This design comes from an exercise in tuning for small area on the open sky130 flow, not from production work.
Only simulation tests tie the RTL to the original design; equivalence was not proved.
The flow treats the clock pin as an ideal source. Dropping or thinning the clock tree relies on that and would not hold on a real chip.
No activity file was given, so power comes from the tool's default toggle rates.

==> inputs of 04-02 <==
==> flow/design.v <==
`timescale 1ns/1ps
module top (
  input clk_i,
  input rst_ni,
  input uart_rx_i,
  output uart_tx_o,
  output LED_R,
  output LED_G,
  output LED_B
);
localparam logic [6:0] BT_END  = 7'b0000001;
localparam logic [6:0] BT_BIT  = 7'b0000011;   
localparam logic [6:0] BT_HALF = 7'b0100110;   
function automatic logic [6:0] bt_next(input logic [6:0] x);
  bt_next = {x[5:0], x[6] ^ x[5] ^ x[1] ^ x[0]};
endfunction
logic [2:0] sync;
always_ff @(posedge clk_i or negedge rst_ni) begin
  if (!rst_ni) sync <= 3'b0;
  else         sync <= {sync[1:0], uart_rx_i};
end
localparam logic [1:0] R_IDLE = 2'd0, R_START = 2'd1, R_DATA = 2'd2, R_STOP = 2'd3;
logic [1:0] rstate;
logic [6:0] rcnt;
logic [2:0] rbit;
logic [7:0] rdata;
logic       rzero, offer, wpulse;
assign rzero  = (rcnt == BT_END);
assign offer  = !rstate[1] && (rbit == 3'd6);
assign wpulse = !rstate[1] && (rbit == 3'd7);
always_ff @(posedge clk_i or negedge rst_ni) begin
  if (!rst_ni) begin
    rstate <= R_IDLE;
    rbit   <= 3'd0;
  end else begin
    case (rstate)
      R_IDLE:  if (sync[2:1] == 2'b10) rstate <= R_START;
      R_START: if (rzero) rstate <= (sync[2:1] == 2'b00) ? R_DATA : R_IDLE;
      R_DATA:  if (rzero && rbit == 3'd7) rstate <= R_STOP;
      R_STOP:  if (rzero) rstate <= R_IDLE;
    endcase
    if (rstate == R_STOP) begin
      if (rzero) rbit <= 3'd4;
    end else if (rstate == R_DATA) begin
      if (rzero) rbit <= rbit + 3'd1;
    end else if (rbit != 3'd0) begin
      rbit <= rbit + 3'd1;
    end
  end
end
always_ff @(posedge clk_i) begin
  if (rstate == R_IDLE) rcnt <= BT_HALF;
  else                  rcnt <= bt_next(rcnt);
  if (rstate == R_DATA && rzero) rdata <= {sync[2], rdata[7:1]};
end
logic [2:0] led;
always_ff @(posedge clk_i or negedge rst_ni) begin
  if (!rst_ni)    led <= 3'b0;
  else if (offer) led <= rdata[2:0];
end
assign LED_R = led[2];
assign LED_G = led[1];
assign LED_B = led[0];
logic [7:0] ring [0:15];
logic [3:0] wdist, rdist;
logic same, lastw, full, empty, commit, load, ins, wvalid, tstart;
assign same   = (wdist == rdist);
assign full   = same && lastw;
assign empty  = same && !lastw;
assign commit = wpulse && !full;
assign ins    = wvalid && (wdist == 4'd1) && !(lastw && tstart);
always_ff @(posedge clk_i) begin
  ring[0] <= ins ? rdata : ring[15];
  for (int i = 1; i < 16; i++) ring[i] <= ring[i-1];
end
always_ff @(posedge clk_i or negedge rst_ni) begin
  if (!rst_ni) begin
    wdist  <= 4'd0;
    rdist  <= 4'd0;
    lastw  <= 1'b0;
    wvalid <= 1'b0;
  end else begin
    if (commit) wvalid <= 1'b1;
    else if (rstate == R_DATA && rzero) wvalid <= 1'b0;
    if (commit)    lastw <= 1'b1;
    else if (load) lastw <= 1'b0;
    if (!commit) wdist <= wdist - 4'd1;
    if (!load)   rdist <= rdist - 4'd1;
  end
end
logic tbusy, tready;
logic [9:0] tsr;
logic [6:0] tcnt;
logic tzero, tlast;
assign tzero = (tcnt == BT_END);
assign tlast = (tsr[9:1] == 9'd0);
assign load  = tready && !tbusy;
always_ff @(posedge clk_i) begin
  if (tbusy && tzero)                tsr[9:1] <= {1'b0, tsr[9:2]};
  else if (tstart && rdist == 4'd1)  tsr[9:1] <= {1'b1, ring[15]};
  if (!tbusy) tcnt <= BT_BIT;
  else        tcnt <= bt_next(tcnt);
end
always_ff @(posedge clk_i or negedge rst_ni) begin
  if (!rst_ni) begin
    tbusy  <= 1'b0;
    tstart <= 1'b0;
    tready <= 1'b0;
    tsr[0] <= 1'b1;
  end else begin
    tready <= !empty && !tbusy;
    if (!tbusy) begin
      if (load) begin
        tbusy  <= 1'b1;
        tstart <= 1'b1;
        tsr[0] <= 1'b0;
      end
    end else if (tzero) begin
      tstart <= 1'b0;
      if (tlast) tbusy  <= 1'b0;
      else       tsr[0] <= tsr[1];
    end
  end
end
assign uart_tx_o = tsr[0];
endmodule
==> flow/flow/run.sh <==
#!/bin/bash
# Standard ORFS layout, except that the clock tree is a small hand-built one
# (flow/clock_tree.tcl) instead of TritonCTS's.
set -e
here=$(pwd)
cp -r "$FLOW_HOME/scripts" "$here/scripts"
python3 - "$here/scripts/cts.tcl" "$here/flow/clock_tree.tcl" <<'PY'
import sys
p, tree = sys.argv[1], sys.argv[2]
s = open(p).read()
old = "log_cmd clock_tree_synthesis {*}$cts_args"
assert old in s
s = s.replace(old, "source " + tree)
open(p, "w").write(s)
PY
export CT_LEAVES=10 CT_ROOT_CELL=sky130_fd_sc_hd__clkbuf_16
bash standard.sh SCRIPTS_DIR="$here/scripts" finish > standard.log 2>&1
==> flow/flow/clock_tree.tcl <==
# Small clock tree in place of TritonCTS: one root buffer next to the clock
# port driving a few leaf buffers, each at the centre of a k-means cluster of
# the flip-flops it clocks.
proc my_clock_tree {} {
  set nleaf [expr {[info exists ::env(CT_LEAVES)] ? $::env(CT_LEAVES) : 4}]
  set leafcell [expr {[info exists ::env(CT_LEAF_CELL)] ? $::env(CT_LEAF_CELL) : "sky130_fd_sc_hd__clkbuf_8"}]
  set rootcell [expr {[info exists ::env(CT_ROOT_CELL)] ? $::env(CT_ROOT_CELL) : "sky130_fd_sc_hd__clkbuf_8"}]
  set db [ord::get_db]
  set block [ord::get_db_block]
  set clk [$block findNet clk_i]
  set sinks {}
  foreach it [$clk getITerms] {
    set bb [[$it getInst] getBBox]
    lappend sinks [list $it [expr {([$bb xMin] + [$bb xMax]) / 2.0}] [expr {([$bb yMin] + [$bb yMax]) / 2.0}]]
  }
  set n [llength $sinks]
  puts "my_clock_tree: $n sinks, $nleaf leaves"
  # k-means, seeded along the x order
  set sorted [lsort -real -index 1 $sinks]
  set cx {}; set cy {}
  for {set k 0} {$k < $nleaf} {incr k} {
    set s [lindex $sorted [expr {int(($k + 0.5) * $n / $nleaf)}]]
    lappend cx [lindex $s 1]; lappend cy [lindex $s 2]
  }
  for {set iter 0} {$iter < 30} {incr iter} {
    set sx [lrepeat $nleaf 0.0]; set sy [lrepeat $nleaf 0.0]; set sn [lrepeat $nleaf 0]
    set assign {}
    foreach s $sinks {
      set best 0; set bd 1e30
      for {set k 0} {$k < $nleaf} {incr k} {
        set d [expr {abs([lindex $s 1] - [lindex $cx $k]) + abs([lindex $s 2] - [lindex $cy $k])}]
        if {$d < $bd} { set bd $d; set best $k }
      }
      lappend assign $best
      lset sx $best [expr {[lindex $sx $best] + [lindex $s 1]}]
      lset sy $best [expr {[lindex $sy $best] + [lindex $s 2]}]
      lset sn $best [expr {[lindex $sn $best] + 1}]
    }
    for {set k 0} {$k < $nleaf} {incr k} {
      if {[lindex $sn $k] > 0} {
        lset cx $k [expr {[lindex $sx $k] / [lindex $sn $k]}]
        lset cy $k [expr {[lindex $sy $k] / [lindex $sn $k]}]
      }
    }
  }
  # root buffer at the centroid of the leaves
  set rx 0.0; set ry 0.0
  for {set k 0} {$k < $nleaf} {incr k} { set rx [expr {$rx + [lindex $cx $k]}]; set ry [expr {$ry + [lindex $cy $k]}] }
  set rx [expr {int($rx / $nleaf)}]; set ry [expr {int($ry / $nleaf)}]
  set root [odb::dbInst_create $block [$db findMaster $rootcell] clkbuf_root]
  set rnet [odb::dbNet_create $block clknet_root]
  $rnet setSigType CLOCK
  [$root findITerm A] connect $clk
  [$root findITerm X] connect $rnet
  $root setLocation $rx $ry
  $root setPlacementStatus PLACED
  set leaves {}
  for {set k 0} {$k < $nleaf} {incr k} {
    set inst [odb::dbInst_create $block [$db findMaster $leafcell] clkbuf_leaf_$k]
    set net [odb::dbNet_create $block clknet_leaf_$k]
    $net setSigType CLOCK
    [$inst findITerm A] connect $rnet
    [$inst findITerm X] connect $net
    $inst setLocation [expr {int([lindex $cx $k])}] [expr {int([lindex $cy $k])}]
    $inst setPlacementStatus PLACED
    lappend leaves $net
  }
  foreach s $sinks a $assign {
    set it [lindex $s 0]
    $it disconnect
    $it connect [lindex $leaves $a]
  }
  puts "my_clock_tree: cluster sizes [lrepeat 1 $sn]"
  set_propagated_clock [all_clocks]
}
my_clock_tree
==> flow/standard.sh <==
#!/bin/bash
# synth_recipe.tcl (not shown) runs the flow's synth.tcl, then flattens the netlist and writes it again
# the make line also repeats each setting of config.mk as NAME=value (left out here)
make -C /OpenROAD-flow-scripts/flow DESIGN_CONFIG=/design/flow/config.mk WORK_HOME=/design/flow/orfs CLKGATE_MAP_FILE= SYNTH_SCRIPT=/design/flow/synth_recipe.tcl "${@:-finish}"
==> flow/config.mk <==
export PLATFORM = sky130hd
export DESIGN_NAME = top
export DESIGN_NICKNAME = top
export VERILOG_FILES = /design/flow/design.v
export SDC_FILE = /design/flow/constraint.sdc
export NUM_CORES = 4
export LEC_CHECK = 0
export ABC_AREA = 1
export CAP_MARGIN = 20
export CORE_MARGIN = 2
export CORE_UTILIZATION = 70
export SLEW_MARGIN = 20
==> flow/constraint.sdc <==
create_clock -name core_clock -period 10.0 [get_ports {clk_i}]
set_input_delay 2.0000 -clock core_clock [delete_from_list [all_inputs] [get_ports {clk_i}]]
set_output_delay 2.0000 -clock core_clock [all_outputs]
set_load 0.01 [all_outputs]
==> inputs of 07-04, as changes to 04-02 <==
--- a/flow/flow/run.sh
+++ b/flow/flow/run.sh
@@ -14,4 +14,4 @@
 open(p, "w").write(s)
 PY
-export CT_LEAVES=10 CT_ROOT_CELL=sky130_fd_sc_hd__clkbuf_16
+export CT_LEAVES=10 BUFFER_PORTS_ARGS="-buffer_cell sky130_fd_sc_hd__buf_1"
 bash standard.sh SCRIPTS_DIR="$here/scripts" finish > standard.log 2>&1
==> flow/flow/clock_tree.tcl (replaced) <==
# Small clock tree in place of TritonCTS: one root buffer driving a few leaf
# buffers, each at the centre of a group of flip-flops. The groups come from
# recursive bisection of the flip-flop positions, so they are of equal size.
proc my_ct_split {sinks k} {
  if {$k <= 1} { return [list $sinks] }
  set xs {}; set ys {}
  foreach s $sinks { lappend xs [lindex $s 1]; lappend ys [lindex $s 2] }
  set xs [lsort -real $xs]; set ys [lsort -real $ys]
  set dx [expr {[lindex $xs end] - [lindex $xs 0]}]
  set dy [expr {[lindex $ys end] - [lindex $ys 0]}]
  set idx [expr {$dx >= $dy ? 1 : 2}]
  set sorted [lsort -real -index $idx $sinks]
  set k1 [expr {$k / 2}]
  set n1 [expr {int(round([llength $sinks] * double($k1) / $k))}]
  return [concat [my_ct_split [lrange $sorted 0 [expr {$n1 - 1}]] $k1] \
                 [my_ct_split [lrange $sorted $n1 end] [expr {$k - $k1}]]]
}
proc my_clock_tree {} {
  set nleaf [expr {[info exists ::env(CT_LEAVES)] ? $::env(CT_LEAVES) : 8}]
  set leafcell [expr {[info exists ::env(CT_LEAF_CELL)] ? $::env(CT_LEAF_CELL) : "sky130_fd_sc_hd__clkbuf_8"}]
  set rootcell [expr {[info exists ::env(CT_ROOT_CELL)] ? $::env(CT_ROOT_CELL) : "sky130_fd_sc_hd__clkbuf_16"}]
  set db [ord::get_db]
  set block [ord::get_db_block]
  set clk [$block findNet clk_i]
  set sinks {}
  foreach it [$clk getITerms] {
    set bb [[$it getInst] getBBox]
    lappend sinks [list $it [expr {([$bb xMin] + [$bb xMax]) / 2.0}] [expr {([$bb yMin] + [$bb yMax]) / 2.0}]]
  }
  puts "my_clock_tree: [llength $sinks] sinks, $nleaf leaves"
  set groups [my_ct_split $sinks $nleaf]
  set root [odb::dbInst_create $block [$db findMaster $rootcell] clkbuf_root]
  set rnet [odb::dbNet_create $block clknet_root]
  $rnet setSigType CLOCK
  [$root findITerm A] connect $clk
  [$root findITerm X] connect $rnet
  set rx 0.0; set ry 0.0
  set k 0
  foreach g $groups {
    set sx 0.0; set sy 0.0
    foreach s $g { set sx [expr {$sx + [lindex $s 1]}]; set sy [expr {$sy + [lindex $s 2]}] }
    set cx [expr {$sx / [llength $g]}]; set cy [expr {$sy / [llength $g]}]
    set rx [expr {$rx + $cx}]; set ry [expr {$ry + $cy}]
    set inst [odb::dbInst_create $block [$db findMaster $leafcell] clkbuf_leaf_$k]
    set net [odb::dbNet_create $block clknet_leaf_$k]
    $net setSigType CLOCK
    [$inst findITerm A] connect $rnet
    [$inst findITerm X] connect $net
    $inst setLocation [expr {int($cx)}] [expr {int($cy)}]
    $inst setPlacementStatus PLACED
    foreach s $g {
      set it [lindex $s 0]
      $it disconnect
      $it connect $net
    }
    puts "my_clock_tree: leaf $k drives [llength $g] sinks"
    incr k
  }
  $root setLocation [expr {int($rx / $k)}] [expr {int($ry / $k)}]
  $root setPlacementStatus PLACED
  set_propagated_clock [all_clocks]
}
my_clock_tree
==> inputs of 02-18, as changes to 04-02 <==
--- a/flow/design.v
+++ b/flow/design.v
@@ -15,9 +15,11 @@
   bt_next = {x[5:0], x[6] ^ x[5] ^ x[1] ^ x[0]};
 endfunction
-logic [2:0] sync;
+logic rxd;
 always_ff @(posedge clk_i or negedge rst_ni) begin
-  if (!rst_ni) sync <= 3'b0;
-  else         sync <= {sync[1:0], uart_rx_i};
+  if (!rst_ni) rxd <= 1'b0;
+  else         rxd <= uart_rx_i;
 end
+logic [1:0] line;
+assign line = {rxd, uart_rx_i};
 localparam logic [1:0] R_IDLE = 2'd0, R_START = 2'd1, R_DATA = 2'd2, R_STOP = 2'd3;
 logic [1:0] rstate;
@@ -35,11 +37,11 @@
   end else begin
     case (rstate)
-      R_IDLE:  if (sync[2:1] == 2'b10) rstate <= R_START;
-      R_START: if (rzero) rstate <= (sync[2:1] == 2'b00) ? R_DATA : R_IDLE;
+      R_IDLE:  if (line == 2'b10) rstate <= R_START;
+      R_START: if (rzero) rstate <= (line == 2'b00) ? R_DATA : R_IDLE;
       R_DATA:  if (rzero && rbit == 3'd7) rstate <= R_STOP;
       R_STOP:  if (rzero) rstate <= R_IDLE;
     endcase
     if (rstate == R_STOP) begin
-      if (rzero) rbit <= 3'd4;
+      if (rzero) rbit <= 3'd2;
     end else if (rstate == R_DATA) begin
       if (rzero) rbit <= rbit + 3'd1;
@@ -52,5 +54,5 @@
   if (rstate == R_IDLE) rcnt <= BT_HALF;
   else                  rcnt <= bt_next(rcnt);
-  if (rstate == R_DATA && rzero) rdata <= {sync[2], rdata[7:1]};
+  if (rstate == R_DATA && rzero) rdata <= {rxd, rdata[7:1]};
 end
 logic [2:0] led;
--- a/flow/flow/run.sh
+++ b/flow/flow/run.sh
@@ -14,4 +14,4 @@
 open(p, "w").write(s)
 PY
-export CT_LEAVES=10 CT_ROOT_CELL=sky130_fd_sc_hd__clkbuf_16
+export CT_LEAVES=9 BUFFER_PORTS_ARGS="-buffer_cell sky130_fd_sc_hd__buf_1"
 bash standard.sh SCRIPTS_DIR="$here/scripts" finish > standard.log 2>&1
==> flow/flow/clock_tree.tcl (replaced) <==
# Small clock tree in place of TritonCTS: one root buffer driving a few leaf
# buffers, each at the centre of a group of flip-flops. The groups come from
# recursive bisection of the flip-flop positions, so they are of equal size.
proc my_ct_split {sinks k} {
  if {$k <= 1} { return [list $sinks] }
  set xs {}; set ys {}
  foreach s $sinks { lappend xs [lindex $s 1]; lappend ys [lindex $s 2] }
  set xs [lsort -real $xs]; set ys [lsort -real $ys]
  set dx [expr {[lindex $xs end] - [lindex $xs 0]}]
  set dy [expr {[lindex $ys end] - [lindex $ys 0]}]
  set idx [expr {$dx >= $dy ? 1 : 2}]
  set sorted [lsort -real -index $idx $sinks]
  set k1 [expr {$k / 2}]
  set n1 [expr {int(round([llength $sinks] * double($k1) / $k))}]
  return [concat [my_ct_split [lrange $sorted 0 [expr {$n1 - 1}]] $k1] \
                 [my_ct_split [lrange $sorted $n1 end] [expr {$k - $k1}]]]
}
proc my_clock_tree {} {
  set nleaf [expr {[info exists ::env(CT_LEAVES)] ? $::env(CT_LEAVES) : 8}]
  set leafcell [expr {[info exists ::env(CT_LEAF_CELL)] ? $::env(CT_LEAF_CELL) : "sky130_fd_sc_hd__clkbuf_8"}]
  set rootcell [expr {[info exists ::env(CT_ROOT_CELL)] ? $::env(CT_ROOT_CELL) : "sky130_fd_sc_hd__clkbuf_16"}]
  set db [ord::get_db]
  set block [ord::get_db_block]
  set clk [$block findNet clk_i]
  set sinks {}
  foreach it [$clk getITerms] {
    set bb [[$it getInst] getBBox]
    lappend sinks [list $it [expr {([$bb xMin] + [$bb xMax]) / 2.0}] [expr {([$bb yMin] + [$bb yMax]) / 2.0}]]
  }
  puts "my_clock_tree: [llength $sinks] sinks, $nleaf leaves"
  set groups [my_ct_split $sinks $nleaf]
  set root [odb::dbInst_create $block [$db findMaster $rootcell] clkbuf_root]
  set rnet [odb::dbNet_create $block clknet_root]
  $rnet setSigType CLOCK
  [$root findITerm A] connect $clk
  [$root findITerm X] connect $rnet
  set rx 0.0; set ry 0.0
  set k 0
  foreach g $groups {
    set sx 0.0; set sy 0.0
    foreach s $g { set sx [expr {$sx + [lindex $s 1]}]; set sy [expr {$sy + [lindex $s 2]}] }
    set cx [expr {$sx / [llength $g]}]; set cy [expr {$sy / [llength $g]}]
    set rx [expr {$rx + $cx}]; set ry [expr {$ry + $cy}]
    set inst [odb::dbInst_create $block [$db findMaster $leafcell] clkbuf_leaf_$k]
    set net [odb::dbNet_create $block clknet_leaf_$k]
    $net setSigType CLOCK
    [$inst findITerm A] connect $rnet
    [$inst findITerm X] connect $net
    $inst setLocation [expr {int($cx)}] [expr {int($cy)}]
    $inst setPlacementStatus PLACED
    foreach s $g {
      set it [lindex $s 0]
      $it disconnect
      $it connect $net
    }
    puts "my_clock_tree: leaf $k drives [llength $g] sinks"
    incr k
  }
  $root setLocation [expr {int($rx / $k)}] [expr {int($ry / $k)}]
  $root setPlacementStatus PLACED
  set_propagated_clock [all_clocks]
}
my_clock_tree
==> comparison table <==
metric	07-04	04-02	02-18
Result of the run	finished clean	finished clean	finished clean
Final sequential cell count	184	184	182
Met2 Track Usage GR	0.3003	0.2660	0.2809
Highest ir drop seen on vdd	0.2129 mV	0.1954 mV	0.1412 mV
Clock network power consumption	0.303 mW	0.298 mW	0.292 mW
Fraction of standard cell area in multi-input logic	0.1714	0.1702	0.1754
Layer with the highest usage	met2	met1	met2
Multiplexer share of the synthesized area	0.01106	0.01106	0.01114
# placed instances	503	503	500
Largest net degree at the start of global routing	26	26	24
Static leakage	2.398 nW	2.413 nW	2.375 nW
Inverters	42	42	43
Non-Filler Cell Area, Final	5373 µm²	5410 µm²	5321 µm²
Min Hold Slack	328.5 ps	308.1 ps	333.9 ps
Logic depth of the worst register-to-register path	6	4	4
Total vias in the final route	2446	2449	2408
No run of this note takes its clock network from TritonCTS; it comes from the design's own scripts or RTL.

[separate check: timing with driven ports]
No port has a modelled driver above. Below, the same layouts with a new extraction and two added sets of constraints. Step 1: set_driving_cell puts a clkbuf_16 on clk_i and a buf_2 on each other input, an assumption about the parent block. Step 2 moves the port delays by t, midway between the first and last clock arrival at a register: inputs arrive t later, outputs are due t later. That takes back most of the time a late clock gives input paths. Three values: no drivers, after step 1, after step 2; two values: the first two.
| run | t (ns) | setup slack, ns | worst hold slack (ns) | worst setup path at the end | worst data-port slew with drivers (ns) |
|---|---|---|---|---|---|
| 04-02 | 0.378 | 6.587 / 6.553 / 6.931 | 0.308 / 0.308 / 0.308 | register to output | 0.03 |
| 07-04 | 0.382 | 6.959 / 6.926 / 7.308 | 0.329 / 0.329 / 0.329 | register to output | 0.03 |
| 02-18 | 0.381 | 6.953 / 6.919 / 7.300 | 0.334 / 0.334 / 0.334 | register to output | 0.03 |
After both steps setup and hold are still met in every run listed.
